Background: an optimization exercise with open tools, aiming at small area, a short achievable clock period and few clock cycles per item. Do not read the settings as production practice. At most, simulation tests tie the RTL to the original design; equivalence was not proved. No functional check of the RTL was part of run 1. In every run shown here, the design's own scripts or RTL, not TritonCTS, make the clock network. The flow treats the clock pin as an ideal source. Dropping or thinning the clock tree relies on that and would not hold on a real chip. Power and IR drop assume default switching activity.

`design.v`:
```
module cpu (
    input clk,
    input rst,
    input [15:0] sw,
    output [7:0] led
);
    wire [7:0] n = sw[7:0];
    wire [6:0] k = n[7:1];
    wire [6:0] m_next = n[0] ? (k + {k[5:0], 1'b0} + 7'd2) : k;
    reg [6:0] m;
    reg inc1, inc2;
    reg [5:0] L;
    reg [5:0] res;
    wire [5:0] L_next;
    collatz_lut7 u_lut (.m(m), .L(L_next));
    always @(posedge clk) begin
        m <= m_next;
        inc1 <= n[0] & (n != 8'd85) & (n != 8'd227);
        L <= L_next;
        inc2 <= inc1;
        if (rst)
            res <= 6'd0;
        else if (res == 6'd0)
            res <= L + {5'd0, inc2};
    end
    assign led = {2'b00, res};
endmodule
module collatz_lut7 (
    input [6:0] m,
    output [5:0] L
);
    wire x0 = m[6];
    wire x1 = m[5];
    wire x2 = m[4];
    wire x3 = m[3];
    wire x4 = m[2];
    wire x5 = m[1];
    wire x6 = m[0];
    wire new_n100;
    wire new_n101;
    wire new_n102;
    wire new_n103;
    wire new_n104;
    wire new_n105;
    wire new_n106;
    wire new_n107;
    wire new_n108;
    wire new_n109;
    wire new_n110;
    wire new_n111;
    wire new_n112;
    wire new_n113;
    wire new_n114;
    wire new_n115;
    wire new_n116;
    wire new_n117;
    wire new_n118;
    wire new_n119;
    wire new_n121;
    wire new_n122;
    wire new_n123;
    wire new_n124;
    wire new_n125;
    wire new_n126;
    wire new_n128;
    wire new_n129;
    wire new_n130;
    wire new_n131;
    wire new_n132;
    wire new_n133;
    wire new_n134;
    wire new_n135;
    wire new_n136;
    wire new_n137;
    wire new_n138;
    wire new_n139;
    wire new_n14;
    wire new_n140;
    wire new_n141;
    wire new_n142;
    wire new_n143;
    wire new_n144;
    wire new_n145;
    wire new_n146;
    wire new_n147;
    wire new_n148;
    wire new_n149;
    wire new_n15;
    wire new_n150;
    wire new_n151;
    wire new_n152;
    wire new_n153;
    wire new_n154;
    wire new_n155;
    wire new_n156;
    wire new_n157;
    wire new_n158;
    wire new_n159;
    wire new_n16;
    wire new_n160;
    wire new_n161;
    wire new_n162;
    wire new_n163;
    wire new_n164;
    wire new_n165;
    wire new_n166;
    wire new_n167;
    wire new_n168;
    wire new_n169;
    wire new_n17;
    wire new_n170;
    wire new_n171;
    wire new_n172;
    wire new_n173;
    wire new_n174;
    wire new_n175;
    wire new_n177;
    wire new_n178;
    wire new_n179;
    wire new_n18;
    wire new_n180;
    wire new_n181;
    wire new_n182;
    wire new_n183;
    wire new_n184;
    wire new_n185;
    wire new_n186;
    wire new_n187;
    wire new_n188;
    wire new_n189;
    wire new_n19;
    wire new_n190;
    wire new_n192;
    wire new_n193;
    wire new_n194;
    wire new_n195;
    wire new_n196;
    wire new_n197;
    wire new_n198;
    wire new_n199;
    wire new_n20;
    wire new_n200;
    wire new_n201;
    wire new_n21;
    wire new_n22;
    wire new_n23;
    wire new_n24;
    wire new_n25;
    wire new_n26;
    wire new_n27;
    wire new_n28;
    wire new_n29;
    wire new_n30;
    wire new_n31;
    wire new_n32;
    wire new_n33;
    wire new_n34;
    wire new_n35;
    wire new_n36;
    wire new_n37;
    wire new_n38;
    wire new_n39;
    wire new_n40;
    wire new_n41;
    wire new_n42;
    wire new_n43;
    wire new_n44;
    wire new_n45;
    wire new_n47;
    wire new_n48;
    wire new_n49;
    wire new_n50;
    wire new_n51;
    wire new_n52;
    wire new_n53;
    wire new_n54;
    wire new_n55;
    wire new_n56;
    wire new_n57;
    wire new_n58;
    wire new_n59;
    wire new_n60;
    wire new_n61;
    wire new_n62;
    wire new_n63;
    wire new_n64;
    wire new_n65;
    wire new_n66;
    wire new_n67;
    wire new_n68;
    wire new_n69;
    wire new_n70;
    wire new_n71;
    wire new_n72;
    wire new_n73;
    wire new_n74;
    wire new_n75;
    wire new_n76;
    wire new_n77;
    wire new_n78;
    wire new_n79;
    wire new_n80;
    wire new_n81;
    wire new_n82;
    wire new_n83;
    wire new_n84;
    wire new_n85;
    wire new_n86;
    wire new_n87;
    wire new_n88;
    wire new_n89;
    wire new_n90;
    wire new_n91;
    wire new_n92;
    wire new_n93;
    wire new_n94;
    wire new_n95;
    wire new_n96;
    wire new_n97;
    wire new_n98;
    wire new_n99;
    wire z0;
    wire z1;
    wire z2;
    wire z3;
    wire z4;
    wire z5;
    assign new_n14 = (x1 & x3);
    assign new_n15 = (~x0 & x5);
    assign new_n16 = (~x0 & ~x4);
    assign new_n17 = (~new_n15 & ~new_n16);
    assign new_n18 = (x6 & ~new_n17);
    assign new_n19 = (x0 & ~x6);
    assign new_n20 = (x4 & new_n19);
    assign new_n21 = (~new_n18 & ~new_n20);
    assign new_n22 = (new_n14 & ~new_n21);
    assign new_n23 = (~x3 & x5);
    assign new_n24 = (x0 & new_n23);
    assign new_n25 = (~new_n22 & ~new_n24);
    assign new_n26 = (x2 & ~x6);
    assign new_n27 = (~x3 & x6);
    assign new_n28 = (~new_n26 & ~new_n27);
    assign new_n29 = (x1 & ~x4);
    assign new_n30 = (~new_n15 & ~new_n29);
    assign new_n31 = (x2 & ~new_n30);
    assign new_n32 = (new_n28 & new_n31);
    assign new_n33 = (~x0 & ~x1);
    assign new_n34 = (x4 & x5);
    assign new_n35 = (new_n26 & new_n34);
    assign new_n36 = (~new_n33 & new_n35);
    assign new_n37 = (~new_n32 & ~new_n36);
    assign new_n38 = (new_n25 & new_n37);
    assign new_n39 = (~x2 & x6);
    assign new_n40 = (x1 & x4);
    assign new_n41 = (new_n39 & new_n40);
    assign new_n42 = (~x4 & new_n26);
    assign new_n43 = (x5 & ~new_n42);
    assign new_n44 = (~new_n41 & new_n43);
    assign new_n45 = (~new_n25 & new_n44);
    assign z0 = (~new_n38 & ~new_n45);
    assign new_n47 = (~x2 & x5);
    assign new_n48 = (~x4 & new_n47);
    assign new_n49 = (x6 & new_n48);
    assign new_n50 = (x5 & new_n39);
    assign new_n51 = (x4 & ~new_n26);
    assign new_n52 = (~new_n50 & new_n51);
    assign new_n53 = (~new_n49 & ~new_n52);
    assign new_n54 = (new_n40 & new_n53);
    assign new_n55 = (~x1 & ~new_n53);
    assign new_n56 = (~x2 & ~x6);
    assign new_n57 = (~x4 & new_n56);
    assign new_n58 = (x2 & x6);
    assign new_n59 = (x0 & new_n58);
    assign new_n60 = (~x6 & new_n16);
    assign new_n61 = (~new_n59 & ~new_n60);
    assign new_n62 = (~new_n57 & new_n61);
    assign new_n63 = (~x4 & ~new_n23);
    assign new_n64 = (~new_n62 & new_n63);
    assign new_n65 = (~new_n55 & ~new_n64);
    assign new_n66 = (~new_n54 & new_n65);
    assign new_n67 = (x0 & ~new_n34);
    assign new_n68 = (~x1 & ~new_n39);
    assign new_n69 = (new_n14 & ~new_n56);
    assign new_n70 = (~new_n58 & new_n69);
    assign new_n71 = (~new_n68 & ~new_n70);
    assign new_n72 = (~x1 & x3);
    assign new_n73 = (x2 & new_n72);
    assign new_n74 = (~x4 & new_n73);
    assign new_n75 = (~new_n71 & ~new_n74);
    assign new_n76 = (~new_n67 & ~new_n75);
    assign new_n77 = (~x4 & x6);
    assign new_n78 = (x0 & new_n77);
    assign new_n79 = (~x3 & ~x5);
    assign new_n80 = (x4 & x6);
    assign new_n81 = (~x0 & ~x2);
    assign new_n82 = (new_n80 & ~new_n81);
    assign new_n83 = (x1 & ~new_n82);
    assign new_n84 = (new_n79 & ~new_n83);
    assign new_n85 = (new_n29 & new_n58);
    assign new_n86 = (x3 & new_n85);
    assign new_n87 = (~new_n84 & ~new_n86);
    assign new_n88 = (~new_n78 & ~new_n87);
    assign new_n89 = (~new_n64 & ~new_n88);
    assign new_n90 = (~x2 & x4);
    assign new_n91 = (x0 & ~x1);
    assign new_n92 = (~new_n47 & ~new_n91);
    assign new_n93 = (~new_n90 & new_n92);
    assign new_n94 = (new_n89 & new_n93);
    assign new_n95 = (~new_n62 & new_n75);
    assign new_n96 = (~new_n89 & new_n95);
    assign new_n97 = (~x1 & x2);
    assign new_n98 = (~x3 & new_n97);
    assign new_n99 = (new_n58 & ~new_n98);
    assign new_n100 = (~x1 & new_n19);
    assign new_n101 = (~x4 & ~new_n100);
    assign new_n102 = (~new_n99 & new_n101);
    assign new_n103 = (~new_n58 & new_n91);
    assign new_n104 = (~x5 & ~new_n103);
    assign new_n105 = (x3 & ~new_n104);
    assign new_n106 = (~new_n102 & new_n105);
    assign new_n107 = (~new_n96 & ~new_n106);
    assign new_n108 = (~new_n94 & new_n107);
    assign new_n109 = (~new_n76 & ~new_n108);
    assign new_n110 = (x2 & ~new_n14);
    assign new_n111 = (~x5 & ~new_n27);
    assign new_n112 = (new_n29 & ~new_n111);
    assign new_n113 = (~new_n110 & ~new_n112);
    assign new_n114 = (x0 & z0);
    assign new_n115 = (~new_n113 & ~new_n114);
    assign new_n116 = (x0 & new_n113);
    assign new_n117 = (~new_n66 & ~new_n79);
    assign new_n118 = (~new_n116 & ~new_n117);
    assign new_n119 = (~new_n115 & new_n118);
    assign z2 = (~new_n109 & ~new_n119);
    assign new_n121 = (~new_n66 & z2);
    assign new_n122 = (~x3 & new_n49);
    assign new_n123 = (new_n16 & new_n56);
    assign new_n124 = (~new_n122 & ~new_n123);
    assign new_n125 = (~new_n88 & new_n124);
    assign new_n126 = (~z0 & new_n125);
    assign z1 = (~new_n121 & new_n126);
    assign new_n128 = (~x2 & new_n14);
    assign new_n129 = (~new_n73 & ~new_n128);
    assign new_n130 = (~new_n77 & ~new_n129);
    assign new_n131 = (x1 & new_n26);
    assign new_n132 = (new_n23 & new_n131);
    assign new_n133 = (~new_n130 & ~new_n132);
    assign new_n134 = (~x0 & ~new_n133);
    assign new_n135 = (~x2 & x3);
    assign new_n136 = (~new_n98 & ~new_n135);
    assign new_n137 = (~x5 & x6);
    assign new_n138 = (new_n90 & ~new_n137);
    assign new_n139 = (~new_n97 & ~new_n137);
    assign new_n140 = (new_n16 & ~new_n139);
    assign new_n141 = (~new_n138 & ~new_n140);
    assign new_n142 = (~x3 & ~new_n141);
    assign new_n143 = (~new_n39 & new_n63);
    assign new_n144 = (~new_n26 & ~new_n143);
    assign new_n145 = (~new_n122 & new_n144);
    assign new_n146 = (x0 & ~new_n145);
    assign new_n147 = (~new_n57 & ~new_n135);
    assign new_n148 = (new_n15 & ~new_n147);
    assign new_n149 = (~x2 & ~x5);
    assign new_n150 = (~new_n24 & ~new_n149);
    assign new_n151 = (x4 & ~new_n150);
    assign new_n152 = (~x1 & ~new_n151);
    assign new_n153 = (~new_n148 & new_n152);
    assign new_n154 = (~new_n146 & new_n153);
    assign new_n155 = (~x3 & new_n154);
    assign new_n156 = (~x5 & ~new_n26);
    assign new_n157 = (~new_n23 & new_n68);
    assign new_n158 = (~new_n156 & new_n157);
    assign new_n159 = (x0 & ~new_n158);
    assign new_n160 = (~new_n155 & new_n159);
    assign new_n161 = (~new_n142 & ~new_n160);
    assign new_n162 = (x1 & ~new_n25);
    assign new_n163 = (x2 & new_n80);
    assign new_n164 = (~new_n162 & new_n163);
    assign new_n165 = (~x3 & ~new_n58);
    assign new_n166 = (new_n162 & new_n165);
    assign new_n167 = (new_n28 & new_n40);
    assign new_n168 = (~new_n166 & ~new_n167);
    assign new_n169 = (~new_n164 & new_n168);
    assign new_n170 = (~new_n161 & new_n169);
    assign new_n171 = (new_n34 & new_n128);
    assign new_n172 = (new_n48 & new_n72);
    assign new_n173 = (~new_n85 & ~new_n172);
    assign new_n174 = (~new_n171 & new_n173);
    assign new_n175 = (~new_n134 & new_n174);
    assign z5 = ~((~new_n170 & new_n175));
    assign new_n177 = (~new_n136 & ~z5);
    assign new_n178 = (~new_n131 & ~new_n137);
    assign new_n179 = (x4 & ~new_n178);
    assign new_n180 = (~new_n28 & ~new_n165);
    assign new_n181 = (x0 & x1);
    assign new_n182 = (~new_n33 & ~new_n137);
    assign new_n183 = (~new_n181 & new_n182);
    assign new_n184 = (~new_n180 & new_n183);
    assign new_n185 = (~new_n179 & ~new_n184);
    assign new_n186 = (~new_n177 & ~new_n185);
    assign new_n187 = (~new_n24 & ~new_n81);
    assign new_n188 = (~x3 & ~new_n187);
    assign new_n189 = (new_n102 & ~new_n188);
    assign new_n190 = (~new_n186 & ~new_n189);
    assign z3 = (~new_n134 & ~new_n190);
    assign new_n192 = (~new_n134 & new_n154);
    assign new_n193 = (~new_n134 & ~new_n187);
    assign new_n194 = (~new_n35 & ~new_n52);
    assign new_n195 = (~new_n21 & ~new_n194);
    assign new_n196 = (~x3 & new_n78);
    assign new_n197 = (~new_n34 & new_n59);
    assign new_n198 = (x1 & ~new_n197);
    assign new_n199 = (~new_n196 & new_n198);
    assign new_n200 = (~new_n195 & new_n199);
    assign new_n201 = (~new_n193 & new_n200);
    assign z4 = (~new_n192 & ~new_n201);
    assign L[5] = z0;
    assign L[4] = z1;
    assign L[3] = z2;
    assign L[2] = z3;
    assign L[1] = z4;
    assign L[0] = z5;
endmodule
```
`flow/run.sh`:
```
#!/bin/bash
# The standard layout (standard.sh), with these changes:
# - synthesis: ABC maps the logic with this flow's abc.script instead of the
#   ORFS script, and Yosys's adder extraction is skipped so ABC sees all the
#   logic. Registers, flattening and renaming are those of the standard
#   synthesis (synth_recipe.tcl with abc_override.tcl inserted).
# - flow/env.sh may set further ORFS variables (timing-repair target, port
#   buffer cell).
set -euo pipefail
here=$(pwd)
{ head -n 1 synth_recipe.tcl; cat flow/abc_override.tcl; tail -n +2 synth_recipe.tcl; } > my_synth.tcl
export MY_ABC_SCRIPT=$here/flow/abc.script
if [[ -f flow/abc_fast.script ]]; then export MY_ABC_FAST=$here/flow/abc_fast.script; fi
if [[ -f flow/env.sh ]]; then source flow/env.sh; fi
sed -e "s#SYNTH_SCRIPT=[^ ]*#SYNTH_SCRIPT=$here/my_synth.tcl ADDER_MAP_FILE=#" standard.sh > my_standard.sh
bash my_standard.sh > flow.log 2>&1
```
`flow/abc.script`:
```
strash
dch
map
topo
```
`flow/abc_fast.script`:
```
strash
dch
map -D 100
topo
```
`flow/abc_override.tcl`:
```
# Run ABC with this flow's own scripts in place of the ORFS one (the rest of
# the standard synthesis is unchanged).  The logic fed by the input ports
# (up to the first flip-flops) is mapped first, for delay, with abc_fast.script,
# since the inputs arrive late in the cycle; the rest with abc.script.
proc abc {args} {
  set i [lsearch -exact $args -script]
  if {$i >= 0} { set args [lreplace $args $i [expr {$i + 1}]] }
  set i [lsearch -exact $args -D]
  if {$i >= 0} { set args [lreplace $args $i [expr {$i + 1}]] }
  yosys select -set my_incone i:* %co*:-sky130_fd_sc_hd__dfxtp_1
  yosys abc {*}$args -script $::env(MY_ABC_FAST) @my_incone
  yosys abc {*}$args -script $::env(MY_ABC_SCRIPT)
}
```
`flow/env.sh`:
```
export SETUP_SLACK_MARGIN=5.7
export BUFFER_PORTS_ARGS="-buffer_cell sky130_fd_sc_hd__buf_1"
export PRE_CTS_TCL=$here/flow/one_buf.tcl
```
`flow/one_buf.tcl`:
```
# Clock tree of one buffer: the clock port drives a single clkbuf_16 placed at
# the centre of the registers, which drives every register's clock pin.
# Replaces clock_tree_synthesis for this small design (cts.tcl's repair and
# legalisation still run after it).
proc clock_tree_synthesis {args} {
  set block [ord::get_db_block]
  set clk_port [lindex [get_ports clk] 0]
  set net [$block findNet clk]
  set xs 0; set ys 0; set n 0
  foreach it [$net getITerms] {
    set inst [$it getInst]
    set box [$inst getBBox]
    set xs [expr {$xs + ([$box xMin] + [$box xMax]) / 2}]
    set ys [expr {$ys + ([$box yMin] + [$box yMax]) / 2}]
    incr n
  }
  set dbu [$block getDbUnitsPerMicron]
  set x [expr {double($xs) / $n / $dbu}]
  set y [expr {double($ys) / $n / $dbu}]
  puts "one_buf: $n clock sinks, buffer at $x $y"
  insert_buffer -buffer_cell sky130_fd_sc_hd__clkbuf_16 -net clk -location [list $x $y] -buffer_name clkbuf_root -net_name clknet_root
  set_propagated_clock [all_clocks]
}
```
`standard.sh`:
```
#!/bin/bash
# synth_recipe.tcl (not shown) runs the flow's synth.tcl, then flattens the netlist and writes it again
# the make line also repeats each setting of config.mk as NAME=value (left out here)
make -C /OpenROAD-flow-scripts/flow DESIGN_CONFIG=/design/flow/config.mk WORK_HOME=/design/flow/orfs CLKGATE_MAP_FILE= SYNTH_SCRIPT=/design/flow/synth_recipe.tcl "${@:-finish}"
```
`config.mk`:
```
export PLATFORM = sky130hd
export DESIGN_NAME = cpu
export DESIGN_NICKNAME = cpu
export VERILOG_FILES = /design/flow/design.v
export SDC_FILE = /design/flow/constraint.sdc
export NUM_CORES = 4
export LEC_CHECK = 0
export CAP_MARGIN = 20
export CORE_MARGIN = 2
export CORE_UTILIZATION = 40
export SLEW_MARGIN = 20
```
`constraint.sdc`:
```
create_clock -name core_clock -period 8.0 [get_ports {clk}]
set_input_delay 1.6000 -clock core_clock [delete_from_list [all_inputs] [get_ports {clk}]]
set_output_delay 1.6000 -clock core_clock [all_outputs]
set_load 0.01 [all_outputs]
```
==> metrics.md, run 1 <==
| Metric | Value |
|---|---|
| Status | `no timing/DRC/antenna violations` |
| Vias | `1928` |
| Initial Util | `41.07%` |
| Fin. max-slew vios | `0` |
| Fin Setup TNS | `0 ns` |
| Layout cells sized above 1 | `18.35%` |
| P per Cell Area | `200.0 mW/mm2` |
| Final ANT Viol Nets | `0` |
| ANT cells | `0` |
| Worst setup SP type | `input port` |
| Req. time, crit path | `8.06 ns` |
| Tmin final | `2.474 ns` |
| Post-route total power | `398.8 uW` |
| Die area | `0.004572 mm2` |
| Final setup viols | `0` |
| Clock transition at the registers of the reported paths | `0.08 ns` |
| Critical path arrival | `2.54 ns` |
| Pin count of the biggest net entering global routing | `22` |
| Crit. End Element | `flip-flop` |
| Leak pwr | `0.7713 nW` |
| Post-Syn Instances | `259` |
| Crit path max fanout | `6` |
| I/O Buffers | `15` |
| WL/cell | `13.67 um` |
| Worst VDD drop | `0.00009786 V` |
| Synth warn | `1` |
| Nets | `298` |
| Kind of critical path | `in2reg` |
| Period utilization | `30.92%` |
| Pre-antenna DRT Iters | `5` |
| Core region area | `0.003943 mm2` |
| Residual DRC | `0` |
| Grt total ovfl | `0` |
| Max-cap violations | `0` |
| I/O Pins | `26` |
| Area grow syn2layout | `23.18%` |
| Clk_skew | `0.001472 ns` |
| Crit path from | `sw[4]` |
| Syn_area_per_cell | `6.251 um2` |
| Yosys reg bits | `21` |
| First-pass GRT wire length | `7148 um` |
| Initial DRC Count | `133` |
| Placer Congestion | `0.9226` |
| Die span in y | `67.62 um` |
| Final WL | `4484 um` |
| Fmax | `404.3 MHz` |
| Initial antenna violation count | `0` |
| Chip width | `67.62 um` |
| Skew-Pair Late Insertion Delay | `0.15 ns` |
| Hold_sp | `inc1$_DFF_P_` |
| Vias/cell | `5.878` |
| Synth cell types | `34` |
| Netlist Area Pre-Place | `0.001619 mm2` |
| Hold Fails Final Rpt | `0` |
| GRT Util Overall | `19.43%` |
| Vias in the first global route | `1600` |
| Reg2Reg Launch Point | `m[6]$_DFF_P_` |
| Unrepaired setup endpoints after global routing | `true` |
| DP Area | `0.001799 mm2` |
| Final Cell Area | `0.001994 mm2` |
| HPWL Detailed | `3281 um` |
| Site Rows | `23` |
| Post-synthesis sequential area ratio | `25.97%` |
| Hold WC Path Type | `reg2reg` |
cells by family after synthesis:
kind of cell | after synthesis | synth area share, %
xor gates and xnor gates | 4 | 2.164
buffers and inverters | 37 | 9.042
and+or+nand+nor | 118 | 32.61
other | 1 | 0.2316
DFF | 21 | 25.97
AOI/OAI and AO/OA | 78 | 29.99
registers in the layout, summed over array words and instances (netlist names):
name and count:
L 6, inc1 1, m 7, res 6, inc2 1
cell usage after synthesis:
library cell	count	share of area, %
a211oi_1	1	0.46
o31ai_1	7	3.2
nor3b_1	1	0.46
a21oi_1	18	5.6
dfxtp_1	21	26
and2_2	3	1.4
buf_4	2	0.93
clkinv_1	35	8.1
nand2_1	45	10
o32a_2	1	0.70
nor4_1	1	0.39
or2b_2	2	1.1
or2_2	1	0.39
o22ai_1	6	2.3
nor2_1	37	8.6
o2111ai_1	2	1.1
and2b_2	2	1.1
o221ai_1	1	0.54
a221oi_1	1	0.54
o21a_1	2	0.93
nand3_1	18	5.6
and3_2	1	0.46
nand4_1	4	1.5
xor2_1	4	2.2
o21bai_1	2	0.93
a31oi_1	6	2.3
nand3b_1	2	0.93
a41oi_1	1	0.54
nor3_1	1	0.31
o311ai_0	1	0.54
o211ai_1	7	3.2
conb_1	1	0.23
o21ai_0	21	6.5
a21o_2	1	0.54
cells in the final DEF (no fill, tap or decap), types with 3 or more instances in the layout:
master / n
clkinv_1: 29
o21ai_0: 20
buf_4: 3
buf_1: 4
nand2_1: 42
clkbuf_2: 4
nand4_1: 4
o22ai_1: 3
and2_4: 3
xor2_1: 4
clkinv_2: 3
a21oi_1: 16
nor2_1: 36
dfxtp_1: 17
o211ai_1: 7
dfxtp_2: 4
buf_6: 3
o31ai_1: 6
nand3_1: 16
a31oi_1: 6
stage by stage:
stage	hold slack, ns	std cells	utilization [%]	worst slack (ns)
after CTS	0.3432	327	49.22	5.588
after detailed placement	0.3231	323	45.64	5.030
after global placement	0.3099	323	45.64	5.032
after global routing	0.3484	328	50.59	5.481
after floorplan	0.3096	260	-	5.600
final	0.3384	328	50.59	5.526
path summary, 6_finish.rpt:
| path | endpoint | slack [ns] | depth (start not counted) |
|---|---|---|---|
| hold reg to reg | inc2$_DFF_P_ | 0.34 | 0 |
| setup reg to reg | L[3]$_DFF_P_ | 5.69 | 9 |
| setup / recovery | m[5]$_DFF_P_ | 5.53 | 7 |
| hold / removal | inc2$_DFF_P_ | 0.34 | 0 |
where the power goes:
group / internal, mW / total [mW] / switching (mW)
Sequential: 0.133 / 0.159 / 0.0260
Clock: 0.0227 / 0.0480 / 0.0253
Combinational: 0.0794 / 0.192 / 0.113
worst max-delay path, cell delays in order:
cell and delay, ns:
buf_12 0.11, and2_4 0.16, o22ai_4 0.15, a21oi_4 0.12, o22ai_1 0.12, nand2_1 0.08
a31oi_1 0.19
timing repair:
action                     CTS  global route
cloned                       0             1
buffers inserted             3             0
resized for setup           32            11
pin swaps                   13             4
hold buffers                 0             0
setup endpoints to repair   10            14
cell type report, clock buffers not listed:
type | instances | area [um2]
fill | 393 | 1948
multi-input combinational | 202 | 1161
sequential | 21 | 425.4
timing repair buffer | 19 | 166.4
inverter | 35 | 153.9
tap | 50 | 62.56
layer usage:
| metal | GRT usage (%) | share of wire (%) |
|---|---|---|
| met5 | 0 | 0 |
| met4 | 4.082 | 1.5 |
| met3 | 1.667 | 7.7 |
| met2 | 33.21 | 49 |
| met1 | 26.46 | 42 |
==> inputs of run 2 (changes only) <==
--- a/design.v
+++ b/design.v
@@ -6,3 +6,3 @@
 );
-    wire [7:0] n = sw[7:0];
+    reg [7:0] n;
     wire [6:0] k = n[7:1];
@@ -16,2 +16,3 @@
     always @(posedge clk) begin
+        n <= sw[7:0];
         m <= m_next;
==> flow/abc.script (replaced) <==
strash
map -a
topo
==> flow/abc_override.tcl (replaced) <==
# Run ABC with this flow's own script in place of the ORFS one (the rest of
# the standard synthesis is unchanged).
proc abc {args} {
  set i [lsearch -exact $args -script]
  if {$i >= 0} { set args [lreplace $args $i [expr {$i + 1}] -script $::env(MY_ABC_SCRIPT)] }
  yosys abc {*}$args
}
removed: flow/abc_fast.script
==> run 2 against run 1 <==
Net effect:
- still clean
- critical path depth is 6 lower
- die area rose by 6.8%
- hold slack got worse by 0.0012 ns
- synthesized cell count increased by 1.5%
- first-iteration DRC count is 35% higher
- clock skew increased by 0.0033 ns
- sequential power is 36% higher
- via count is 3.7% lower
- power up 23%
- sequential cell count rose by 8
- clock power is 23% higher
- highest routed layer unchanged
==> metrics.md, run 2 <==
| Metric | Value |
|---|---|
| Fmax | `444.0 MHz` |
| Post-synth top area cell | `dfxtp_1` |
| Synth warn | `1` |
| CP max stage delay | `0.36 ns` |
| Flop-to-flop setup slack | `5.87 ns` |
| Crit path max fanout | `3` |
| Nets | `307` |
| Clock power frac | `12.1%` |
| Die span in y | `69.89 um` |
| Status | `no timing/DRC/antenna violations` |
| Pre-antenna DRT Iters | `5` |
| Chip width | `69.89 um` |
| Sw Share | `41.17%` |
| Grt total ovfl | `0` |
| Clock transition at the registers of the reported paths | `0.11 ns` |
| Final setup viols | `0` |
| First-pass GRT wire length | `6858 um` |
| Hold EP | `inc2$_DFF_P_` |
| P per Cell Area | `239.1 mW/mm2` |
| Unrepaired setup endpoints after global routing | `true` |
| Leak pwr | `0.7758 nW` |
| Share of the synthesized area in the top cell type | `33.43%` |
| CP Buf/Inv Count | `1` |
| Clk_skew | `0.004762 ns` |
| Fin. max-slew vios | `0` |
| Site Rows | `23` |
| Count leader, synth | `nand2_1` |
| Kind of critical path | `reg2out` |
| Post-route insts no fill | `337` |
| Period utilization | `28.15%` |
| Largest regs | `n: 8 flops, m: 7 flops` |
| Crit. End Element | `output pin` |
| WL/cell | `12.74 um` |
| Req. time, crit path | `6.40 ns` |
| Switching pwr | `201.2 uW` |
| Residual DRC | `0` |
| Most used DFF post-synth | `dfxtp_1` |
| Async SR Flop Fraction | `0%` |
| Commonest cells post-synth | `nand2_1, nor2_1, clkinv_1, o21ai_0, dfxtp_1` |
| Worst VDD drop | `0.0001090 V` |
| Hold path depth | `0` |
| Post-synth EDFFs | `0` |
| Post-Syn Instances | `263` |
| Netlist Area Pre-Place | `0.001737 mm2` |
| Vias/cell | `5.510` |
| GRT Util Overall | `16.20%` |
| Initial Util | `42.50%` |
| Vias | `1857` |
| Hold_buf cts | `0` |
| Skew-Pair Late Insertion Delay | `0.17 ns` |
| Max FFs per register | `8` |
| Initial antenna violation count | `0` |
| ANT cells | `0` |
| R2R Path End | `L[4]$_DFF_P_` |
| Initial DRC Count | `179` |
| Pint | `287.6 uW` |
| Layout cells sized above 1 | `16.72%` |
| Largest reg by FF count | `n` |
| Final ANT Viol Nets | `0` |
| Gate power share | `43.8%` |
| Commonest cells after routing, fill and taps aside | `nand2_1, nor2_1, o21ai_0` |
| Fin Setup TNS | `0 ns` |
| Die area | `0.004885 mm2` |
| Pin count of the biggest net entering global routing | `30` |
| Reg2Reg Launch Point | `m[0]$_DFF_P_` |
| I/O Pins | `26` |
| Slowest stage cell, crit path | `dfxtp_2` |
| Relative slew slack | `60.93%` |
| Critical Path, Cell by Cell | `buf_2` |
| Most area-consuming cells after synthesis | `dfxtp_1, nand2_1, nor2_1` |
| Area grow syn2layout | `17.72%` |
| R2R depth | `11` |
| Fill count | `424` |
| Synth cell types | `27` |
| Yosys reg bits | `29` |
| Sequential share of power | `44.2%` |
| Worst setup SP type | `flip-flop` |
| Critical path arrival | `0.65 ns` |
| Vias in the first global route | `1590` |
| Post-synthesis sequential area ratio | `33.43%` |
| Slew of the pin with the lowest slew margin | `0.5860 ns` |
| Hold_sp | `inc1$_DFF_P_` |
| Hold WC Path Type | `reg2reg` |
| Core region area | `0.004086 mm2` |
| Syn_area_per_cell | `6.603 um2` |
| Max-cap violations | `0` |
| Tmin final | `2.252 ns` |
| Placed insts | `327` |
| I/O Buffers | `15` |
| Placer Congestion | `0.9384` |
| CP top delay family | `flip-flops` |
| Final WL | `4295 um` |
| Commonest non-fill, non-tap cell in the layout | `nand2_1` |
| Hold Fails Final Rpt | `0` |
| HPWL Detailed | `3151 um` |
-- run 2: cell types whose count changed after synthesis, moves of 3 or more --
cell / delta
o22ai_1: -5
o31ai_1: -7
nor2_1: +4
nand4_1: -3
dfxtp_1: +8
nand3_1: -8
and2_2: -3
a21oi_1: +4
nor3_1: +3
xor2_1: +6
o21ai_0: +9
o221ai_1: +3
nor4_1: +3
-- run 2: worst max-delay path by stage --
stage	cells after the start	from	endpoint	slack, ns
6_report	1	res[0]$_SDFFE_PP0N_	led[0]	5.75
5_1_grt	11	m[4]$_DFF_P_	L[4]$_DFF_P_	5.71
3_3_place_gp	9	m[4]$_DFF_P_	L[4]$_DFF_P_	5.06
3_5_place_dp	9	m[4]$_DFF_P_	L[4]$_DFF_P_	5.10
4_1_cts	10	m[2]$_DFF_P_	L[4]$_DFF_P_	5.69
2_1_floorplan	9	m[4]$_DFF_P_	L[4]$_DFF_P_	5.77
-- run 2: logic make-up after synthesis --
| family | count (synthesis) | share of synthesized area (%) |
|---|---|---|
| flip-flops | 29 | 33.43 |
| AND/OR/NAND/NOR | 106 | 24.86 |
| other | 1 | 0.2159 |
| AO/OA/AOI/OAI | 78 | 27.02 |
| XOR/XNOR | 12 | 6.052 |
| buffers and inverters | 37 | 8.429 |
-- run 2: timing repair --
item	4_1_cts	5_1_grt
resized for setup	21	30
setup endpoints to repair	4	8
pin swaps	0	4
buffers inserted	0	9
-- run 2: stage by stage --
stage / hold slack (ns) / instance area, um2 / power [mW] / utilization (%) / setup WS [ns]
finish: 0.3372 / 2044 / 0.4888 / 50.03 / 5.748
global route: 0.3570 / 2044 / 0.5274 / 50.03 / 5.713
CTS: 0.3406 / 1908 / 0.4660 / 46.69 / 5.690
detailed placement: 0.3136 / 1844 / 0.4023 / 45.13 / 5.096
global placement: 0.3113 / 1844 / 0.4027 / 45.13 / 5.064
floorplan: 0.3096 / 1740 / 0.3520 / - / 5.765
-- run 2: layout make-up, clock buffers not listed --
class                           instances  area, um2  share of cell area [%]
Inverter                               35      146.4                   7.160
Multi-Input combinational cell        198       1060                   51.84
Sequential cell                        29      609.3                   29.80
Tap cell                               50      62.56                   3.060
Timing Repair Buffer                   24      141.4                   6.916
-- run 2: power by group through the flow --
stage               combinational [mW]  sequential (mW)  clock (mW)
floorplan                        0.139            0.213           0
global placement                 0.187            0.216           0
detailed placement               0.187            0.216           0
CTS                              0.191            0.214      0.0614
global route                     0.240            0.222      0.0659
finish                           0.214            0.216      0.0589
-- run 2: per-layer routing --
metal	up-vias	global-route usage, %	share of wire (%)
li1	972	-	-
met1	801	22.49	43
met2	74	28.15	46
met3	10	1.443	8.9
met4	0	1.923	2.0
met5	-	0	0
Testbench counts of run 2, summed over its fixed seeds: cycles 10,080, jobs 2,016.
==> inputs of run 3 (changes only) <==
==> flow/abc.script (replaced) <==
strash
dch
map
topo
==> flow/env.sh (replaced) <==
export SETUP_SLACK_MARGIN=5.8
export BUFFER_PORTS_ARGS="-buffer_cell sky130_fd_sc_hd__buf_1"
export PRE_CTS_TCL=$here/flow/one_buf.tcl
==> run 3 against run 2 <==
Net effect:
- clock power about the same
- sequential share of layout area up 0.18 points
- critical path depth unchanged
- register-to-register slack better by 0.12 ns
- via count down 1.8%
- clock skew down 0.0034 ns
- sequential cell count unchanged
- hold slack about the same
- wire length down 2.7%
- sequential power about the same
- core utilization down 3.3 points
- combinational power down 4%
- critical path type unchanged
- critical endpoint is now led[2]
- largest cell class unchanged
- largest power group unchanged
==> metrics.md, run 3 <==
| Metric | Value |
|---|---|
| Post-synth top area cell | `dfxtp_1` |
| Vias/cell | `5.524` |
| Commonest cells after routing, fill and taps aside | `nand2_1, clkinv_1, nor2_1` |
| Synth warn | `1` |
| Layout cells sized above 1 | `14.39%` |
| R2R depth | `7` |
| Final setup viols | `0` |
| Hold WC Path Type | `reg2reg` |
| Crit. End Element | `output pin` |
| Largest reg by FF count | `n` |
| Final WL | `4179 um` |
| Unrepaired setup endpoints after global routing | `true` |
| Critical Path, Cell by Cell | `buf_6` |
| Worst VDD drop | `0.0001201 V` |
| Initial antenna violation count | `0` |
| Post-layout util | `46.68%` |
| Fin. max-slew vios | `0` |
| Crit path to | `led[2]` |
| Residual DRC | `0` |
| CP Buf/Inv Count | `1` |
| Initial DRC Count | `108` |
| Fmax | `451.7 MHz` |
| Nets | `298` |
| Pin count of the biggest net entering global routing | `30` |
| Async SR Flop Fraction | `0%` |
| Synth cell types | `37` |
| Grt total ovfl | `0` |
| Post-route total power | `475.8 uW` |
| Syn_area_per_cell | `6.734 um2` |
| I/O Buffers | `15` |
| Placed insts | `325` |
| Post-route insts no fill | `330` |
| Crit path max fanout | `2` |
| Commonest cells post-synth | `nand2_1, clkinv_1, dfxtp_1, nor2_1, a21oi_1` |
| GR Layer Usage met1 | `22.33%` |
| Status | `no timing/DRC/antenna violations` |
| Hold Fails Final Rpt | `0` |
| Post-Syn Instances | `259` |
| Worst Setup Slack, final | `5.786 ns` |
| Most area-consuming cells after synthesis | `dfxtp_1, nand2_1, clkinv_1` |
| Critical path depth | `1` |
| First-pass GRT wire length | `7369 um` |
| Vias | `1823` |
| R2R Path End | `L[4]$_DFF_P_` |
| Die area | `0.004905 mm2` |
| Final ANT Viol Nets | `0` |
| Placer Congestion | `0.8839` |
| Largest regs | `n: 8 flops, m: 7 flops` |
| Hold_buf cts | `0` |
| Period utilization | `27.68%` |
| Met2 capacity usage during global routing | `30.26%` |
| Critical path arrival | `0.61 ns` |
| CP top delay family | `flip-flops` |
| ANT cells | `0` |
| Post-synth EDFFs | `0` |
| Crit path from | `res[2]$_SDFFE_PP0N_` |
| Max-cap violations | `0` |
| Skew-Pair Late Insertion Delay | `0.16 ns` |
| Global route hottest layer | `met2` |
| Most used DFF post-synth | `dfxtp_1` |
| Slew of the pin with the lowest slew margin | `0.6357 ns` |
| Req. time, crit path | `6.40 ns` |
| Tmin final | `2.214 ns` |
| Die span in y | `70.04 um` |
| Vias in the first global route | `1682` |
| Share of the synthesized area in the top cell type | `33.29%` |
| Netlist Area Pre-Place | `0.001744 mm2` |
| HPWL Detailed | `3201 um` |
| Initial Util | `40.90%` |
| P per Cell Area | `239.0 mW/mm2` |
| Reg2Reg Launch Point | `m[4]$_DFF_P_` |
| Max FFs per register | `8` |
| CP max stage delay | `0.34 ns` |
| I/O Pins | `26` |
| Clk_skew | `0.001350 ns` |
| Fin Setup TNS | `0 ns` |
| Commonest non-fill, non-tap cell in the layout | `nand2_1` |
| Flop-to-flop setup slack | `5.99 ns` |
| Yosys reg bits | `29` |
| Pre-antenna DRT Iters | `4` |
| Site Rows | `24` |
| Worst slack, placed | `5.762 ns` |
| Met3 GRT Util | `1.587%` |
| WL/cell | `12.66 um` |
| Area grow syn2layout | `14.13%` |
| Relative slew slack | `57.30%` |
| Worst setup SP type | `flip-flop` |
| GRT Util Overall | `17.31%` |
| Kind of critical path | `reg2out` |
| Leak pwr | `0.7603 nW` |
| Clock transition at the registers of the reported paths | `0.10 ns` |
| Slowest stage cell, crit path | `dfxtp_2` |
| Count leader, synth | `nand2_1` |
| Chip width | `70.04 um` |
| Core region area | `0.004264 mm2` |
| Post-synthesis sequential area ratio | `33.29%` |
==> run 3: cell count changes after synthesis, sizes merged, moves of 4 or more <==
cell	delta
xor2	-7
nor4	-4
nor2	-14
nand4	+4
nand3	+9
o21ai	-13
==> run 3: worst min path at each step <==
| stage | from | to | slack [ns] | cells after the start |
|---|---|---|---|---|
| floorplan | inc1$_DFF_P_ | inc2$_DFF_P_ | 0.31 | 0 |
| global placement | inc1$_DFF_P_ | inc2$_DFF_P_ | 0.31 | 0 |
| detailed placement | inc1$_DFF_P_ | inc2$_DFF_P_ | 0.31 | 0 |
| CTS | inc1$_DFF_P_ | inc2$_DFF_P_ | 0.34 | 0 |
| global route | inc1$_DFF_P_ | inc2$_DFF_P_ | 0.35 | 0 |
| finish | inc1$_DFF_P_ | inc2$_DFF_P_ | 0.34 | 0 |
==> run 3: metrics by stage <==
stage | area (um2) | hold slack [ns]
3_5_place_dp | 1854 | 0.3136
2_1_floorplan | 1748 | 0.3096
3_3_place_gp | 1854 | 0.3128
5_1_grt | 1991 | 0.3537
6_report | 1991 | 0.3373
4_1_cts | 1958 | 0.3403
==> run 3: report_power, final <==
part / switching (mW) / internal [mW]
sequential: 0.0323 / 0.180
clock: 0.0354 / 0.0232
combinational: 0.108 / 0.0967
total: 0.176 / 0.300
==> run 3: logic make-up (layout without fill, tap and decap cells) <==
family | Yosys count | after routing | share of synthesized area (%)
other | 1 | 2 | 0.2150
flip-flops | 29 | 29 | 33.29
buffers and inverters | 36 | 54 | 8.178
XOR/XNOR | 5 | 5 | 2.511
AND/OR/NAND/NOR | 113 | 113 | 29.20
AO/OA/AOI/OAI | 75 | 75 | 26.61
==> run 3: cell type report, clock buffers not listed <==
type / instances / area [um2]
multi-input cells: 195 / 1031
inverters: 34 / 141.4
repair buffers: 19 / 131.4
well taps: 52 / 65.06
flip-flops and latches: 29 / 596.8
fillers: 447 / 2273
==> run 3: timing repair <==
action / 4_1_cts / 5_1_grt
gates resized for setup: 21 / 11
endpoints found under the setup margin: 8 / 10
buffers inserted: 3 / 1
==> run 3: per-layer routing <==
metal / wire length [um] / share of wire (%) / up-vias
met5: 0 / 0 / -
li1: - / - / 943
met3: 183 / 4.4 / 12
met1: 1868 / 45 / 807
met4: 109 / 2.6 / 0
met2: 2018 / 48 / 61
==> inputs of run 4 (changes only) <==
==> flow/env.sh (replaced) <==
export SETUP_SLACK_MARGIN=5.6
export BUFFER_PORTS_ARGS="-buffer_cell sky130_fd_sc_hd__buf_1"
export PRE_CTS_TCL=$here/flow/one_buf.tcl
==> run 4 against run 3 <==
Net effect:
- setup slack got worse by 0.078 ns
- register-to-register slack got worse by 0.20 ns
- combinational power decreased by 17%
- sequential cell count unchanged
- first-iteration DRC count increased by 0.93%
==> metrics.md, run 4 <==
| Metric | Value |
|---|---|
| Initial Util | `40.90%` |
| Post-CTS setup buffers | `0` |
| Period utilization | `28.65%` |
| Tmin final | `2.292 ns` |
| Leak pwr | `0.6987 nW` |
| Chip width | `70.04 um` |
| Core region area | `0.004264 mm2` |
| Largest reg by FF count | `n` |
| Vias in the first global route | `1664` |
| Residual DRC | `0` |
| Netlist Area Pre-Place | `0.001744 mm2` |
| Hold_buf cts | `0` |
| Worst Setup Slack, final | `5.708 ns` |
| Pre-antenna DRT Iters | `4` |
| I/O Buffers | `15` |
| Vias/cell | `5.506` |
| Synth warn | `1` |
| Final WL | `4169 um` |
| Post-synth top area cell | `dfxtp_1` |
| Most used DFF post-synth | `dfxtp_1` |
| Kind of critical path | `reg2out` |
| Most area-consuming cells after synthesis | `dfxtp_1, nand2_1, clkinv_1` |
| Critical path arrival | `0.69 ns` |
| Site Rows | `24` |
| Synth cell types | `37` |
| Crit path max fanout | `3` |
| Area grow syn2layout | `8.895%` |
| Initial antenna violation count | `0` |
| ANT cells | `0` |
| Pin count of the biggest net entering global routing | `30` |
| Post-synthesis sequential area ratio | `33.29%` |
| Post-route total power | `436.9 uW` |
| Post-Synth Adder-Cell Area | `0%` |
| Die span in y | `70.04 um` |
| Post-Syn Instances | `259` |
| Clk_skew | `0.003066 ns` |
| Count leader, synth | `nand2_1` |
| Worst slack, placed | `5.762 ns` |
| Largest regs | `n: 8 flops, m: 7 flops` |
| Clock transition at the registers of the reported paths | `0.11 ns` |
| Yosys reg bits | `29` |
| WL/cell | `12.79 um` |
| Initial DRC Count | `109` |
| CP max stage delay | `0.37 ns` |
| Req. time, crit path | `6.40 ns` |
| Crit. End Element | `output pin` |
| Multi-input logic area | `0.001025 mm2` |
| Status | `no timing/DRC/antenna violations` |
| Fill count | `465` |
| Syn_area_per_cell | `6.734 um2` |
| Synth Area in XOR/XNOR | `2.511%` |
| Final ANT Viol Nets | `0` |
| Max FFs per register | `8` |
| Skew-Pair Late Insertion Delay | `0.17 ns` |
| Commonest cells post-synth | `nand2_1, clkinv_1, dfxtp_1, nor2_1, a21oi_1` |
| Relative slew slack | `56.64%` |
| CTS resizes | `0` |
| I/O Pins | `26` |
| Commonest cells after routing, fill and taps aside | `nand2_1, clkinv_1, nor2_1` |
| Worst setup SP type | `flip-flop` |
| GRT Util Overall | `17.06%` |
| Unrepaired setup endpoints after global routing | `false` |
| Hold WC Path Type | `reg2reg` |
| Post-synth EDFFs | `0` |
| Vias | `1795` |
| P per Cell Area | `230.0 mW/mm2` |
| Grt total ovfl | `0` |
| HPWL Detailed | `3201 um` |
| Hold Fails Final Rpt | `0` |
| Nets | `294` |
| Die area | `0.004905 mm2` |
| Final setup viols | `0` |
| Post-route insts no fill | `326` |
| CP top delay family | `flip-flops` |
| Post-synthesis mux area share | `0%` |
| Share of the synthesized area in the top cell type | `33.29%` |
| Layout cells sized above 1 | `6.934%` |
| FF/Latch Area | `585.6 um2` |
| Fin. max-slew vios | `0` |
| Synth Area in Compound Gates | `26.61%` |
| Commonest non-fill, non-tap cell in the layout | `nand2_1` |
| First-pass GRT wire length | `7265 um` |
| Largest family of logic cells by synthesized area | `simple AND/OR/NAND/NOR gates` |
| Slew of the pin with the lowest slew margin | `0.6455 ns` |
| Async SR Flop Fraction | `0%` |
| Placer Congestion | `0.8839` |
| Placed insts | `325` |
| Fin Setup TNS | `0 ns` |
| Critical Path, Cell by Cell | `buf_1` |
| Fmax | `436.2 MHz` |
| Max-cap violations | `0` |
| Post-synthesis simple-gate area fraction | `29.20%` |
| Slowest stage cell, crit path | `dfxtp_1` |
| Worst VDD drop | `0.0001169 V` |
| CP Buf/Inv Count | `1` |
==> run 4: metrics by stage <==
stage	cell area [um2]	util, %	hold slack [ns]
after global routing	1899	44.54	0.3548
final	1899	44.54	0.3375
after detailed placement	1854	43.49	0.3136
after CTS	1879	44.07	0.3403
after global placement	1854	43.49	0.3128
after floorplan	1748	-	0.3096
==> run 4: final cells by class, clock buffers not listed <==
type | count | area share, %
Inverter | 34 | 7.510
Multi-Input combinational cell | 195 | 53.95
Sequential cell | 29 | 30.83
Timing Repair Buffer | 15 | 2.964
Tap cell | 52 | 3.426
==> run 4: kinds of logic (layout without fill, tap and decap cells) <==
family	count (synthesis)	after routing
AO/OA/AOI/OAI	75	75
XOR/XNOR	5	5
flip-flops	29	29
AND/OR/NAND/NOR	113	113
other	1	2
buffers and inverters	36	50
==> run 4: report_power, final <==
group / switching (mW) / internal [mW]
Clock: 0.0358 / 0.0232
Combinational: 0.104 / 0.0663
Sequential: 0.0312 / 0.177
==> run 4: final timing paths <==
kind	startpoint	endpoint	slack, ns	depth (start not counted)
setup reg to reg	m[4]$_DFF_P_	L[4]$_DFF_P_	5.79	7
setup / recovery	res[5]$_SDFFE_PP0N_	led[5]	5.71	1
hold / removal	inc1$_DFF_P_	inc2$_DFF_P_	0.34	0
hold reg to reg	inc1$_DFF_P_	inc2$_DFF_P_	0.34	0
==> run 4: per-layer routing <==
layer	share of wire, %	global-route usage, %	up-vias
met2	47	29.63	57
met3	5.7	1.587	12
met5	0	0	-
met4	2.9	5.769	0
li1	-	-	931
met1	44	22.15	795
==> inputs of run 5 (changes only) <==
==> flow/abc.script (replaced) <==
strash
&get -n
&dch -f
&nf
&put
topo
==> flow/env.sh (replaced) <==
export SETUP_SLACK_MARGIN=5.7
export BUFFER_PORTS_ARGS="-buffer_cell sky130_fd_sc_hd__buf_1"
export PRE_CTS_TCL=$here/flow/one_buf.tcl
==> run 5 against run 4 <==
Net effect:
- combinational power barely moved
- via count fell by 9.1%
- core utilization rose by 2.1 points
- sequential cell count did not move
- critical endpoint is now led[2]
- cell count fell by 15%
- sequential share of layout area rose by 2.5 points
- still clean on timing, DRC and antenna
- first-iteration DRC count rose by 99%
- largest cell class unchanged
==> metrics.md, run 5 <==
| Metric | Value |
|---|---|
| First-pass GRT wire length | `6078 um` |
| Hold Fails Final Rpt | `0` |
| Fin. max-slew vios | `0` |
| Syn_area_per_cell | `7.820 um2` |
| Placer Congestion | `0.8875` |
| Crit path max fanout | `3` |
| Die span in y | `67.77 um` |
| Req. time, crit path | `6.40 ns` |
| Hold path depth | `0` |
| Count leader, synth | `dfxtp_1` |
| Area grow syn2layout | `13.15%` |
| Clk_skew | `0.005480 ns` |
| R2R depth | `8` |
| ANT cells | `0` |
| Critical path arrival | `0.67 ns` |
| Grt total ovfl | `0` |
| Residual DRC | `0` |
| Final WL | `3884 um` |
| I/O Buffers | `15` |
| Period utilization | `28.42%` |
| Unrepaired setup endpoints after global routing | `true` |
| Switching pwr | `165.5 uW` |
| Vias in the first global route | `1292` |
| Gate power share | `37.6%` |
| P per Cell Area | `240.9 mW/mm2` |
| Post-synth EDFFs | `0` |
| Pre-antenna DRT Iters | `4` |
| Hold_buf cts | `0` |
| Worst VDD drop | `0.0001002 V` |
| CP top delay family | `flip-flops` |
| Min Hold Slack | `0.3492 ns` |
| Pint | `277.9 uW` |
| Yosys reg bits | `29` |
| Fmax | `439.8 MHz` |
| Largest regs | `n: 8 flops, m: 7 flops` |
| Pin count of the biggest net entering global routing | `30` |
| Post-synthesis sequential area ratio | `35.69%` |
| Async SR Flop Fraction | `0%` |
| Post-Syn Instances | `208` |
| Netlist Area Pre-Place | `0.001627 mm2` |
| Slowest stage cell, crit path | `dfxtp_1` |
| Reg2Reg Launch Point | `m[4]$_DFF_P_` |
| Commonest cells after routing, fill and taps aside | `nor2_1, o21ai_0, dfxtp_1, a21oi_1, nand2_1` |
| Post-synth top area cell | `dfxtp_1` |
| GRT Util Overall | `16.47%` |
| Clock transition at the registers of the reported paths | `0.10 ns` |
| Met2 routed WL | `1724 um` |
| Fin Setup TNS | `0 ns` |
| Crit path from | `res[2]$_SDFFE_PP0N_` |
| Flop-to-flop setup slack | `5.84 ns` |
| Synth warn | `1` |
| Synth cell types | `40` |
| Layout cells sized above 1 | `11.45%` |
| Highest routed layer | `met4` |
| Leak pwr | `0.6682 nW` |
| Hold WC Path Type | `reg2reg` |
| Status | `no timing/DRC/antenna violations` |
| Site Rows | `23` |
| Crit. End Element | `output pin` |
| CP max stage delay | `0.37 ns` |
| Sw Share | `37.33%` |
| Skew-Pair Late Insertion Delay | `0.16 ns` |
| Commonest cells post-synth | `dfxtp_1, nor2_1, o21ai_0, a21oi_1, nand2_1` |
| Crit path to | `led[2]` |
| CP Buf/Inv Count | `1` |
| Share of the synthesized area in the top cell type | `35.69%` |
| Slew of the pin with the lowest slew margin | `0.6244 ns` |
| Tmin final | `2.274 ns` |
| Initial antenna violation count | `0` |
| Core region area | `0.003943 mm2` |
| Kind of critical path | `reg2out` |
| Largest reg by FF count | `n` |
| Critical Path, Cell by Cell | `buf_2` |
| I/O Pins | `26` |
| Post-Route M1 WL | `1846 um` |
| Critical path depth | `1` |
| Max FFs per register | `8` |
| Nets | `247` |
| Vias/cell | `5.888` |
| Max-cap violations | `0` |
| HPWL Detailed | `2603 um` |
| Initial Util | `41.26%` |
| Commonest non-fill, non-tap cell in the layout | `nor2_1` |
| Die area | `0.004593 mm2` |
| Sequential share of power | `49.5%` |
| R2R Path End | `L[4]$_DFF_P_` |
| Vias | `1631` |
| Clock power frac | `12.9%` |
| Relative slew slack | `58.05%` |
| Chip width | `67.77 um` |
| Final setup viols | `0` |
| Met3 wire length | `240 um` |
| Most used DFF post-synth | `dfxtp_1` |
| Most area-consuming cells after synthesis | `dfxtp_1, o21ai_0, a21oi_1` |
| Worst setup SP type | `flip-flop` |
| WL/cell | `14.02 um` |
| Initial DRC Count | `217` |
| Final ANT Viol Nets | `0` |
[run 5: cell count changes after synthesis, moves of 4 or more]
cell	change
nand2_1	-35
clkinv_1	-25
nand3_1	-14
a21oi_1	-8
nand2b_1	+7
nor3_1	+7
a31oi_1	+6
nor2_1	-6
nor2b_1	+5
xnor2_1	+5
o211ai_1	-4
o21ai_0	+4
[run 5: power by group through the flow]
| stage | clock [mW] | sequential [mW] | combinational (mW) |
|---|---|---|---|
| final | 0.0570 | 0.220 | 0.167 |
| after global routing | 0.0631 | 0.224 | 0.191 |
| after CTS | 0.0603 | 0.220 | 0.154 |
| after detailed placement | 0 | 0.222 | 0.150 |
| after global placement | 0 | 0.223 | 0.150 |
| after floorplan | 0 | 0.218 | 0.111 |
[run 5: cell type report, clock buffers not listed]
| cell class | instances | area, um2 |
|---|---|---|
| Fill cell | 381 | 2102 |
| Inverter | 9 | 33.78 |
| Multi-Input combinational cell | 169 | 1012 |
| Sequential cell | 29 | 613.1 |
| Tap cell | 50 | 62.56 |
| Timing Repair Buffer | 19 | 93.84 |
[run 5: per-layer routing]
metal	track usage [%]	vias to the layer above
li1	-	822
met1	25.05	738
met2	25.74	63
met3	0.8333	8
met4	3.250	0
met5	0	-
[run 5: logic make-up after synthesis]
logic type | after synthesis | synth area share (%)
compound gates | 78 | 30.39
simple gates | 74 | 22.46
flops | 29 | 35.69
xor+xnor | 13 | 7.000
buf+inv | 11 | 3.000
mux | 2 | 1.231
other cells | 1 | 0.2305
[run 5: worst min-delay path by stage]
| stage | startpoint | to | slack [ns] |
|---|---|---|---|
| 2_1_floorplan | inc1$_DFF_P_ | inc2$_DFF_P_ | 0.31 |
| 3_3_place_gp | inc1$_DFF_P_ | inc2$_DFF_P_ | 0.31 |
| 3_5_place_dp | inc1$_DFF_P_ | inc2$_DFF_P_ | 0.32 |
| 4_1_cts | inc1$_DFF_P_ | inc2$_DFF_P_ | 0.35 |
| 5_1_grt | inc1$_DFF_P_ | inc2$_DFF_P_ | 0.36 |
| 6_report | inc1$_DFF_P_ | inc2$_DFF_P_ | 0.35 |
[run 5: what timing repair did]
| item | CTS | global route |
|---|---|---|
| resized for setup | 17 | 14 |
| pin swaps | 0 | 0 |
| setup buffers | 1 | 3 |
| endpoints found under the setup margin | 5 | 6 |
[run 5: metrics by stage]
step           power [mW]  worst slack, ns  instances  util, %  instance area (um2)
2_1_floorplan      0.3296            5.858        209        -                 1630
3_3_place_gp       0.3724            5.310        272    43.99                 1734
3_5_place_dp       0.3721            5.418        272    43.99                 1734
4_1_cts            0.4344            5.702        274    45.51                 1794
5_1_grt            0.4783            5.668        277    46.68                 1841
6_report           0.4435            5.726        277    46.68                 1841
==> inputs of run 6 (changes only) <==
==> flow/abc.script (replaced) <==
strash
dch
map
topo
==> run 6 against run 5 <==
Net effect:
- global-route usage up 0.59 points
- critical path type unchanged
- power is 0.69% lower
- highest routed layer unchanged
- synthesized cell count rose by 25%
- largest power group unchanged
==> metrics.md, run 6 <==
| Metric | Value |
|---|---|
| Clock power frac | `13.3%` |
| Critical path arrival | `0.66 ns` |
| GRT Util Overall | `17.06%` |
| Initial antenna violation count | `0` |
| Vias | `1821` |
| Area grow syn2layout | `9.469%` |
| Core region area | `0.004264 mm2` |
| Pint | `269.8 uW` |
| Syn_area_per_cell | `6.734 um2` |
| Max FFs per register | `8` |
| HPWL Detailed | `3201 um` |
| Max-cap violations | `0` |
| Synth cell types | `37` |
| Chip width | `70.04 um` |
| Grt total ovfl | `0` |
| Tmin final | `2.260 ns` |
| First-pass GRT wire length | `7265 um` |
| Pin count of the biggest net entering global routing | `30` |
| Status | `no timing/DRC/antenna violations` |
| Commonest cells after routing, fill and taps aside | `nand2_1, clkinv_1, nor2_1` |
| Fmax | `442.4 MHz` |
| Die area | `0.004905 mm2` |
| Sequential share of power | `47.4%` |
| Netlist Area Pre-Place | `0.001744 mm2` |
| Fill count | `471` |
| R2R Path End | `L[3]$_DFF_P_` |
| Worst setup SP type | `flip-flop` |
| Fin Setup TNS | `0 ns` |
| Slowest stage cell, crit path | `dfxtp_1` |
| Switching pwr | `170.6 uW` |
| Reg2Reg Launch Point | `m[5]$_DFF_P_` |
| Commonest cells post-synth | `nand2_1, clkinv_1, dfxtp_1, nor2_1, a21oi_1` |
| Skew-Pair Late Insertion Delay | `0.16 ns` |
| Crit. End Element | `output pin` |
| Leak pwr | `0.7136 nW` |
| Critical path depth | `1` |
| Relative slew slack | `56.84%` |
| Initial DRC Count | `93` |
| Final setup viols | `0` |
| CP Buf/Inv Count | `1` |
| Crit path max fanout | `2` |
| Final WL | `4200 um` |
| Crit path to | `led[2]` |
| Post-Syn Instances | `259` |
| Hold Fails Final Rpt | `0` |
| Gate power share | `39.3%` |
| ANT cells | `0` |
| Post-CTS setup buffers | `0` |
| Crit path from | `res[2]$_SDFFE_PP0N_` |
| Nets | `294` |
| Largest reg by FF count | `n` |
| Post-layout util | `44.78%` |
| Pre-antenna DRT Iters | `4` |
| CP max stage delay | `0.35 ns` |
| Site Rows | `24` |
| Post-synth top area cell | `dfxtp_1` |
| Period utilization | `28.26%` |
| Most used DFF post-synth | `dfxtp_1` |
| I/O Buffers | `15` |
| Flop-to-flop setup slack | `5.93 ns` |
| Kind of critical path | `reg2out` |
| Layout cells sized above 1 | `9.854%` |
| Slew of the pin with the lowest slew margin | `0.6425 ns` |
| P per Cell Area | `230.7 mW/mm2` |
| Post-synth EDFFs | `0` |
| Unrepaired setup endpoints after global routing | `false` |
| Fin. max-slew vios | `0` |
| Initial Util | `40.90%` |
| Share of the synthesized area in the top cell type | `33.29%` |
| Die span in y | `70.04 um` |
| Residual DRC | `0` |
| Commonest non-fill, non-tap cell in the layout | `nand2_1` |
| Post-synthesis sequential area ratio | `33.29%` |
| Worst VDD drop | `0.0001164 V` |
| Vias in the first global route | `1664` |
| WL/cell | `12.88 um` |
| Final ANT Viol Nets | `0` |
| Clk_skew | `0.001252 ns` |
| R2R depth | `10` |
| Clock transition at the registers of the reported paths | `0.10 ns` |
| Hold WC Path Type | `reg2reg` |
| Critical Path, Cell by Cell | `buf_1` |
| Most area-consuming cells after synthesis | `dfxtp_1, nand2_1, clkinv_1` |
| Sw Share | `38.75%` |
| I/O Pins | `26` |
| CP top delay family | `flip-flops` |
| Yosys reg bits | `29` |
| Placer Congestion | `0.8839` |
| Async SR Flop Fraction | `0%` |
| Vias/cell | `5.586` |
| Count leader, synth | `nand2_1` |
| Synth warn | `1` |
| Largest regs | `n: 8 flops, m: 7 flops` |
| Req. time, crit path | `6.40 ns` |
run 6: layer usage:
layer	global-route usage [%]	share of wire [%]	vias up
met5	0	0	-
met4	5.769	2.5	0
met3	1.587	6.4	10
met2	29.63	48	70
met1	22.15	43	809
li1	-	-	932
run 6: power by group through the flow:
| stage | Sequential, mW | Combinational [mW] | Clock (mW) |
|---|---|---|---|
| 6_report | 0.209 | 0.173 | 0.0585 |
| 5_1_grt | 0.213 | 0.199 | 0.0667 |
| 4_1_cts | 0.206 | 0.170 | 0.0622 |
| 3_5_place_dp | 0.209 | 0.169 | 0 |
| 3_3_place_gp | 0.209 | 0.169 | 0 |
| 2_1_floorplan | 0.210 | 0.122 | 0 |
run 6: cell type report, clock buffers not listed:
class | count | area, um2 | share of cell area (%)
multi-input combinational | 195 | 1025 | 53.67
sequential | 29 | 590.6 | 30.93
inverter | 34 | 142.6 | 7.471
tap | 52 | 65.06 | 3.408
timing repair buffer | 15 | 61.31 | 3.211
run 6: kinds of logic after synthesis:
logic type / share of synthesized area (%)
buf+inv: 8.178
simple gates: 29.20
other cells: 0.2150
compound gates: 26.61
xor+xnor: 2.511
flops: 33.29
run 6: per-stage QoR:
| step | setup WS [ns] | instance area, um2 | power, mW | cells | hold WS [ns] |
|---|---|---|---|---|---|
| after floorplan | 6.032 | 1748 | 0.3315 | 260 | 0.3096 |
| after global placement | 5.680 | 1854 | 0.3780 | 325 | 0.3128 |
| after detailed placement | 5.762 | 1854 | 0.3786 | 325 | 0.3136 |
| after CTS | 5.702 | 1881 | 0.4379 | 326 | 0.3403 |
| after global routing | 5.703 | 1909 | 0.4786 | 326 | 0.3536 |
| final | 5.740 | 1909 | 0.4404 | 326 | 0.3371 |
run 6: worst reg2reg max path, delay by kind of cell (launching register included):
kind                   cells  cell delay, ns
buffers and inverters      1            0.28
AND/OR/NAND/NOR            6            0.75
AO/OA/AOI/OAI              3            0.46
flip-flops                 1            0.50
run 6: worst min path at each step:
| stage | startpoint | to | slack (ns) | cells past startpoint |
|---|---|---|---|---|
| after floorplan | inc1$_DFF_P_ | inc2$_DFF_P_ | 0.31 | 0 |
| after CTS | inc1$_DFF_P_ | inc2$_DFF_P_ | 0.34 | 0 |
| after detailed placement | inc1$_DFF_P_ | inc2$_DFF_P_ | 0.31 | 0 |
| after global placement | inc1$_DFF_P_ | inc2$_DFF_P_ | 0.31 | 0 |
| final | inc1$_DFF_P_ | inc2$_DFF_P_ | 0.34 | 0 |
| after global routing | inc1$_DFF_P_ | inc2$_DFF_P_ | 0.35 | 0 |
run 6: repair_timing:
item / CTS / global route
resized for setup: 1 / 15
gates cloned: 0 / 0
hold buffers: 0 / 0
setup endpoints to repair: 1 / 7
pin swaps: 0 / 0
==> inputs of run 7 (changes only) <==
==> flow/abc.script (replaced) <==
strash
&get -n
&dch -f
&nf
&put
topo
==> flow/env.sh (replaced) <==
export SETUP_SLACK_MARGIN=5.75
export BUFFER_PORTS_ARGS="-buffer_cell sky130_fd_sc_hd__buf_1"
export PRE_CTS_TCL=$here/flow/one_buf.tcl
==> run 7 against run 6 <==
Net effect:
- still clean on timing, DRC and antenna
- sequential power rose by 7%
- synthesized cell count fell by 20%
- core utilization rose by 3.5 points
- cell count fell by 15%
- power rose by 6.9%
- setup slack improved by 0.034 ns
- highest routed layer unchanged
==> metrics.md, run 7 <==
| Metric | Value |
|---|---|
| Netlist Area Pre-Place | `0.001627 mm2` |
| Pint | `295.8 uW` |
| Slew of the pin with the lowest slew margin | `0.7231 ns` |
| Post-Syn Instances | `208` |
| Leak pwr | `0.6821 nW` |
| Vias/cell | `5.899` |
| Worst Setup Slack, final | `5.773 ns` |
| Min Hold Slack | `0.3494 ns` |
| Synth warn | `1` |
| Chip width | `67.77 um` |
| Hold EP | `inc2$_DFF_P_` |
| Reg2Reg Launch Point | `m[4]$_DFF_P_` |
| Post-synth EDFFs | `0` |
| Placer Congestion | `0.8875` |
| Most used DFF post-synth | `dfxtp_1` |
| Synth Area in XOR/XNOR | `7.000%` |
| Synth Area in Compound Gates | `30.38%` |
| Hold Fails Final Rpt | `0` |
| HPWL Detailed | `2603 um` |
| Post-synthesis mux area share | `1.231%` |
| Site Rows | `23` |
| ANT cells | `0` |
| Relative slew slack | `51.43%` |
| Commonest non-fill, non-tap cell in the layout | `nor2_1` |
| Syn_area_per_cell | `7.820 um2` |
| CP top delay family | `flip-flops` |
| Clk_skew | `0.005099 ns` |
| Largest reg by FF count | `n` |
| Sequential share of power | `47.5%` |
| Share of the synthesized area in the top cell type | `35.69%` |
| Hold path depth | `0` |
| Commonest cells after routing, fill and taps aside | `nor2_1, o21ai_0, a21oi_1` |
| GRT Util Overall | `16.54%` |
| Synth cell types | `40` |
| Die span in y | `67.77 um` |
| Kind of critical path | `reg2out` |
| Hold WC Path Type | `reg2reg` |
| Gate power share | `40.4%` |
| Fin. max-slew vios | `0` |
| Die area | `0.004593 mm2` |
| WL/cell | `14.35 um` |
| Worst VDD drop | `0.0001100 V` |
| Worst setup SP type | `flip-flop` |
| Commonest cells post-synth | `dfxtp_1, nor2_1, o21ai_0, a21oi_1, nand2_1` |
| CP Buf/Inv Count | `1` |
| Tmin final | `2.227 ns` |
| Critical Path, Cell by Cell | `buf_6` |
| Residual DRC | `0` |
| Worst slack, placed | `5.418 ns` |
| Final setup viols | `0` |
| Pre-antenna DRT Iters | `5` |
| CP max stage delay | `0.37 ns` |
| Clock transition at the registers of the reported paths | `0.10 ns` |
| Max FFs per register | `8` |
| Hold_sp | `inc1$_DFF_P_` |
| Req. time, crit path | `6.40 ns` |
| Clock power frac | `12.2%` |
| Largest regs | `n: 8 flops, m: 7 flops` |
| Critical path arrival | `0.63 ns` |
| Slowest stage cell, crit path | `dfxtp_2` |
| Most area-consuming cells after synthesis | `dfxtp_1, o21ai_0, a21oi_1` |
| Core region area | `0.003943 mm2` |
| Skew-Pair Late Insertion Delay | `0.16 ns` |
| I/O Buffers | `15` |
| Post-synthesis sequential area ratio | `35.69%` |
| Grt total ovfl | `0` |
| P per Cell Area | `247.3 mW/mm2` |
| Switching pwr | `174.9 uW` |
| R2R depth | `8` |
| Layout cells sized above 1 | `13.22%` |
| I/O Pins | `26` |
| Yosys reg bits | `29` |
| Post-Synth Adder-Cell Area | `0%` |
| Crit path max fanout | `3` |
| Fin Setup TNS | `0 ns` |
| Unrepaired setup endpoints after global routing | `true` |
| Post-synth top area cell | `dfxtp_1` |
| Pin count of the biggest net entering global routing | `30` |
| Status | `no timing/DRC/antenna violations` |
| Crit. End Element | `output pin` |
| Vias | `1634` |
| Async SR Flop Fraction | `0%` |
| Area grow syn2layout | `17.00%` |
| Initial Util | `41.26%` |
| First-pass GRT wire length | `6106 um` |
| Period utilization | `27.84%` |
| Final ANT Viol Nets | `0` |
| Hold_buf cts | `0` |
| Fmax | `449.0 MHz` |
| Final WL | `3976 um` |
| Largest family of logic cells by synthesized area | `compound AO/OA/AOI/OAI gates` |
| Sw Share | `37.16%` |
| Nets | `247` |
| Vias in the first global route | `1298` |
| Post-synthesis simple-gate area fraction | `22.46%` |
| Count leader, synth | `dfxtp_1` |
| Flop-to-flop setup slack | `5.91 ns` |
| Max-cap violations | `0` |
| Initial DRC Count | `223` |
| R2R Path End | `L[4]$_DFF_P_` |
| Initial antenna violation count | `0` |
==> run 7: cell count changes after synthesis, moves of 4 or more <==
cell and change:
nor2b_1 +5, xnor2_1 +5, o211ai_1 -4, a21oi_1 -8, a31oi_1 +6, o21ai_0 +4
nand2b_1 +7, nand2_1 -35, clkinv_1 -25, nor3_1 +7, nand3_1 -14, nor2_1 -6
==> run 7: area by class of cell, clock buffers not listed <==
type / instances / area [um2]
Fill cell: 379 / 2039
Timing Repair Buffer: 19 / 131.4
Multi-Input combinational cell: 169 / 1036
Inverter: 9 / 33.78
Sequential cell: 29 / 614.3
Tap cell: 50 / 62.56
==> run 7: cell families (layout without fill, tap and decap cells) <==
kind of cell	Yosys count	in the layout
compound gates	78	78
xor+xnor	13	13
buf+inv	11	29
flops	29	29
mux	2	2
other cells	1	2
simple gates	74	74
==> run 7: power by group through the flow <==
stage               clock network [mW]  logic, mW  registers (mW)
floorplan                            0      0.111           0.218
global placement                     0      0.150           0.223
detailed placement                   0      0.150           0.222
CTS                             0.0603      0.157           0.223
global route                    0.0632      0.211           0.229
finish                          0.0573      0.190           0.223
==> run 7: per-layer routing <==
metal / up-vias / share of wire, % / GRT usage (%) / wire length (um)
li1: 820 / - / - / -
met3: 6 / 6.0 / 0.8333 / 237
met4: 0 / 1.4 / 3.250 / 57
met1: 740 / 47 / 25.15 / 1870
met5: - / 0 / 0 / 0
met2: 68 / 46 / 25.86 / 1811
==> run 7: worst max-delay path by stage <==
| stage | from | endpoint | slack, ns | depth (start not counted) |
|---|---|---|---|---|
| floorplan | m[2]$_DFF_P_ | L[4]$_DFF_P_ | 5.86 | 8 |
| global placement | m[2]$_DFF_P_ | L[4]$_DFF_P_ | 5.31 | 8 |
| detailed placement | m[2]$_DFF_P_ | L[4]$_DFF_P_ | 5.42 | 8 |
| CTS | m[4]$_DFF_P_ | L[4]$_DFF_P_ | 5.74 | 8 |
| global route | m[0]$_DFF_P_ | L[4]$_DFF_P_ | 5.72 | 8 |
| finish | res[1]$_SDFFE_PP0N_ | led[1] | 5.77 | 1 |
==> run 7: through the flow <==
step                cell area (um2)  instances  total power [mW]  util [%]
floorplan                      1630        209            0.3296         -
global placement               1734        272            0.3724     43.99
detailed placement             1734        272            0.3721     43.99
CTS                            1808        274            0.4403     45.86
global route                   1903        277            0.5028     48.27
finish                         1903        277            0.4706     48.27
==> run 7: timing repair <==
item,CTS,global route
setup buffers,1,3
resized for setup,28,15
setup endpoints to repair,9,7
